This is an optimization exercise on Yosys and OpenROAD, whose aim is small area, not a production implementation.
Only simulation tests tie the RTL to the original design; equivalence was not proved.
Power figures rest on the tool's default switching activity, not on a simulated workload.

==> design.v <==
`timescale 1ns / 1ps
module top(
    input clk,
    input rst,
    input start,
    input [7:0] txin,
    output reg tx,
    input rx,
    output [7:0] rxout,
    output rxdone, txdone
    );
    parameter clk_value = 100_000;
    parameter baud = 9600;
    parameter wait_count = clk_value / baud;
    reg bitDone;
    integer count;
    localparam idle = 2'b00, send = 2'b01, check = 2'b10;
    reg [1:0] state;
    reg [9:0] txData;  
    integer bitIndex;
    reg [9:0] shifttx;
    always @(posedge clk) begin
      if (rst) begin
        count <= 0;
        bitDone <= 1'b0;
        state <= idle;
        bitIndex <= 0;
        shifttx <= 0;
        tx <= 1'b1;
      end else begin
        if (state == idle) begin
            count <= 0;
        end else if (count == wait_count) begin
            bitDone <= 1'b1;
            count <= 0;
        end else begin
            count <= count + 1;
            bitDone <= 1'b0;
        end
        case (state)
            idle: begin
                tx <= 1'b1;  
                txData <= 0;
                bitIndex <= 0;
                shifttx <= 0;
                if (start == 1'b1) begin
                    txData <= {1'b1, txin, 1'b0};  
                    state <= send;
                end
            end
            send: begin
                tx <= txData[bitIndex];  
                shifttx <= {txData[bitIndex], shifttx[9:1]};  
                state <= check;
            end
            check: begin
                if (bitIndex < 9) begin  
                    if (bitDone == 1'b1) begin
                        bitIndex <= bitIndex + 1;
                        state <= send;
                    end
                end else begin
                    state <= idle;
                    bitIndex <= 0;
                end
            end
            default: state <= idle;
        endcase
      end
    end
    assign txdone = (bitIndex == 9 && bitDone == 1'b1) ? 1'b1 : 1'b0;
    localparam ridle = 2'b00, rwait = 2'b01, recv = 2'b10, rcheck = 2'b11;
    reg [1:0] rstate;
    reg [9:0] rxdata;
    integer rcount;
    integer rindex;
    always @(posedge clk) begin
      if (rst) begin
        rstate <= ridle;
        rxdata <= 0;
        rcount <= 0;
        rindex <= 0;
      end else begin
        case (rstate)
            ridle: begin
                rxdata <= 0;
                rindex <= 0;
                rcount <= 0;
                if (rx == 1'b0) begin  
                    rstate <= rwait;
                end
            end
            rwait: begin
                if (rcount < wait_count / 2) begin
                    rcount <= rcount + 1;
                    rstate <= rwait;
                end else begin
                    rcount <= 0;
                    rstate <= recv;
                    rxdata <= {rx, rxdata[9:1]};  
                end
            end
            recv: begin
                if (rindex < 9) begin  
                    if (bitDone == 1'b1) begin
                        rindex <= rindex + 1;
                        rxdata <= {rx, rxdata[9:1]};  
                        rstate <= rwait;
                    end
                end else begin
                    rstate <= rcheck;  
                end
            end
            rcheck: begin
                if (bitDone == 1'b1) begin
                    if (rx == 1'b1) begin  
                        rstate <= ridle;  
                    end else begin
                        rstate <= ridle;  
                    end
                end
            end
            default: rstate <= ridle;
        endcase
      end
    end
    assign rxout = rxdata[8:1];  
    assign rxdone = (rindex == 9 && bitDone == 1'b1) ? 1'b1 : 1'b0;
endmodule
==> run.sh <==
#!/bin/bash
# synth_recipe.tcl (not shown) runs the flow's synth.tcl, then flattens the netlist and writes it again
# the make line also repeats each setting of config.mk as NAME=value (left out here)
make -C /OpenROAD-flow-scripts/flow DESIGN_CONFIG=/design/flow/config.mk WORK_HOME=/design/flow/orfs CLKGATE_MAP_FILE= SYNTH_SCRIPT=/design/flow/synth_recipe.tcl finish
==> config.mk <==
export PLATFORM = sky130hd
export DESIGN_NAME = top
export DESIGN_NICKNAME = top
export VERILOG_FILES = /design/flow/design.v
export SDC_FILE = /design/flow/constraint.sdc
export NUM_CORES = 4
export LEC_CHECK = 0
export CAP_MARGIN = 20
export CORE_MARGIN = 2
export CORE_UTILIZATION = 40
export SLEW_MARGIN = 20
==> constraint.sdc <==
create_clock -name core_clock -period 10.0 [get_ports {clk}]
set_input_delay 2.0000 -clock core_clock [delete_from_list [all_inputs] [get_ports {clk}]]
set_output_delay 2.0000 -clock core_clock [all_outputs]
set_load 0.01 [all_outputs]
==> results.txt <==
Buffers on Ports=22; via count=roughly 6500; worst hold path class=reg2reg; Final min period=between 4000 and 5000 ps; FF-to-FF setup slack=about 7300 ps; Yosys reg bits=about 150; NumNets Final=~950; hpwl dp=roughly 11000 um; Worst R2R End=rxdata[3]; end point of the critical path=rxdone; clock latency on the worst-skew pair=430 ps; die span in x=roughly 140 um; Cell Pwr Density=~160 mW/mm^2; total setup buffers inserted after CTS=0; area delta synth->final=12.66%; CTS tree=yes; number of antenna diodes=0; layout cells sized above 1=~6.6%; final-report max-slew violation count=0; Critical Path RT=about 8000 ps; Synth Net Count=961; final setup fails=0; # rows=50; final instance area=0.008682 mm^2; post-route ant nets=0; area occupied by multi-input gates=roughly 0.0043 mm^2; initial antenna violation count=0; RR Startpoint=rindex[27]; register area=approximately 0.0031 mm^2; total CTS buffers=17; gr usage total=17.55%; CP startpoint=rindex[27]; vias in the first global route=between 5000 and 6000; vias per cell=5.446; CP endpoint kind=output port; Clock Skews=10.60 ps; core area=around 0.019 mm^2; largest net degree at the start of global routing=60; post-synthesis instance area=0.007706 mm^2; # hold bufs at CTS=0; Lkg Pwr=about 0.0027 uW; CTS Buffer Depth=2; # IOs=23; mean post-synth cell area=8.242 um^2; Hold Fails Final Rpt=0; Synth cell types=between 60 and 70; GR Util met2=a little over a quarter; number of synthesized flops with an enable pin=9; GR Overflow Total=0; crit-path max FO=5; GRT met1 Usage=about a quarter; Residual DRC=0; Initial Util=between 40% and 50%; Die Span Y=between 100 and 150 um; Worst-Margin Slew=906.6 ps; async set-or-reset flop fraction in the synthesized netlist=0%; Worst VDD drop=a little over 0.1 mV; die area=just over 0.02 mm^2; clock sinks=about 150; worst setup path class=reg2out; Seq/Total Area, Yosys=approximately 41%; first-pass GRT wire length=roughly 29000 um; crit path DAT=approximately 2500 ps; PostCTS Resize Cnt=0; met3 usage=under 10%; Reg2Reg Depth=6; Post-Syn Instances=just over 900; Peak Freq=around 0.22 GHz; grt peak-use layer=met2; setup tns final=0 ps; period utilization=between 40% and 50%; Slew headroom=39.00%; CTS HTree Levels=4; DRT Pass-1 Iters=5; mean routed wirelength per cell=between 10 and 15 um; dpl cell area=about 0.0081 mm^2; Final Power=between 1000 and 1500 uW; RSZ-0062 raised after global routing=false; Startpoint Class=flop; Max Cap Violations=0; fillers=between 1500 and 2000; Synth Warn #=1; Reg clk slew, reported paths=around 60 ps; 1st-iter DRT viols=294; global placement routability congestion=0.7753; status=finished clean; CTS root buf=clkbuf_16; Total Routed Length=about 17000 um; ys flop type=dfxtp_1
flip-flops by register name (all words and copies together) (netlist names):
register / cells
rxdata: 9
state: 2
rcount: 32
count: 32
txData: 9
bitDone: 1
rindex: 32
bitIndex: 32
tx: 1
rstate: 2
synthesized netlist by cell type, drive strengths merged (2+ instances only):
cell type	count	area [um^2]
nand2b	5	31.28
or3	18	112.6
and3	19	118.9
nor2	127	476.7
a21boi	2	15.01
a31oi	11	68.82
nor2b	6	37.54
xnor2	41	359.1
and2	13	81.33
nor4	40	284.0
nor3	33	175.2
a21oi	47	235.2
nand2	78	292.8
nand3	57	295.3
ha	14	175.2
and4	10	87.58
or2	4	25.02
nor3b	5	37.54
dfxtp	143	2863
a221o	3	30.03
o211ai	2	15.01
clkbuf	42	157.7
o21ai	27	135.1
xor2	31	271.5
mux2i	2	20.02
or4b	2	20.02
nand4b	3	26.28
nand4	46	287.8
buf	12	77.58
or4	7	56.30
o41ai	2	36.29
inv	26	97.59
edfxtp	9	270.3
a211oi	6	45.04
o211a	3	30.03
nor4b	8	70.07
a311oi	12	105.1
o31ai	4	30.03
how the worst min path moves through the flow:
stage	endpoint	start	depth (start not counted)
floorplan	rxdata[9]	rxdata[9]	2
global placement	rxdata[9]	rxdata[9]	2
detailed placement	rxdata[1]	rxdata[1]	2
CTS	rxdata[9]	rxdata[9]	2
global route	rxdata[7]	rxdata[7]	2
finish	rxdata[1]	rxdata[1]	2
cell families after synthesis:
group / after synthesis / share of synthesized area (%)
mux: 4 / 0.6981
fa+ha+maj: 14 / 2.273
flops: 152 / 40.66
compound gates: 131 / 11.06
simple gates: 482 / 32.81
xor+xnor: 72 / 8.183
buf+inv: 80 / 4.319
cell type report:
type / instances / share of cell area, %
multi-input combinational: 703 / 49.21
clock inverter: 15 / 1.931
clock buffer: 17 / 4.900
tap: 260 / 3.747
inverter: 26 / 1.124
sequential: 152 / 36.09
timing repair buffer: 28 / 2.998
routing by layer:
layer  part of all wire, %  vias to the layer above
met4                   1.1                        0
met1                    52                     3076
li1                      -                     3358
met3                   3.0                       13
met5                     0                        -
met2                    44                       94
through the flow:
stage	util (%)	cells	worst slack, ps	hold WS, ps
global route	46.11	1201	5412	487.5
finish	46.11	1201	5550	454.7
floorplan	-	935	6559	432.2
CTS	46.06	1201	5531	455.8
global placement	42.91	1169	6003	443.0
detailed placement	42.91	1169	5997	446.8
power by group:
group | total [uW] | switching [uW] | internal, uW
clock | 646 | 273 | 373
sequential | 626 | 6.92 | 619
combinational | 141 | 101 | 39.8
total | 1410 | 381 | 1030
critical path, cell delays in order, from the launching register on:
cell	delay, ps
dfxtp_1	350
nor4_1	340
nand4_1	290
nor4_1	440
clkdlybuf4s50_1	610
layout by cell type, fill, tap and decap left out, drive strengths merged, types with 3 or more instances in the layout:
cell type / netlist / routed
ha: 14 / 14
o21ai: 27 / 27
inv: 26 / 32
nor2: 127 / 127
nor4b: 8 / 8
nor3: 33 / 33
a21oi: 47 / 47
or2: 4 / 4
xnor2: 41 / 41
nand2: 78 / 78
nor2b: 6 / 6
and4: 10 / 10
and3: 19 / 19
o211a: 3 / 3
nand2b: 5 / 5
buf: 12 / 7
a221o: 3 / 3
a211oi: 6 / 6
nand4b: 3 / 3
clkinv: 0 / 4
or3: 18 / 18
clkbuf: 42 / 17
xor2: 31 / 31
o31ai: 4 / 4
or4: 7 / 7
and2: 13 / 13
nand3: 57 / 57
clkdlybuf4s50: 0 / 21
dfxtp: 143 / 143
a31oi: 11 / 11
nor4: 40 / 40
clkinvlp: 0 / 3
edfxtp: 9 / 9
a311oi: 12 / 12
nor3b: 5 / 5
nand4: 46 / 46

[separate check: timing with driven ports]
The results above use ideal ports. As a check the final layout listed here was re-extracted and re-timed, cells and wires unchanged. Step 1: set_driving_cell puts a clkbuf_16 on clk and a buf_2 on each other input, an assumption about the parent block. Step 2 adds t to the input delays and takes it off the output delays; t is the mean of the earliest and latest rising clock arrival at the registers after step 1. Input paths then give back, and output paths get back, about the clock's delay inside the block. Three values: ideal ports, drivers, drivers and shift; two values: the first two.
shift t [ns]: 0.466
setup WS [ns]: 5.550 / 5.508 / 5.974
worst setup path after step 2: register to output
After both steps this run still meets setup and hold. For this run, drivers alone change the setup slack by -0.042 ns; drivers and shift together by +0.424 ns.
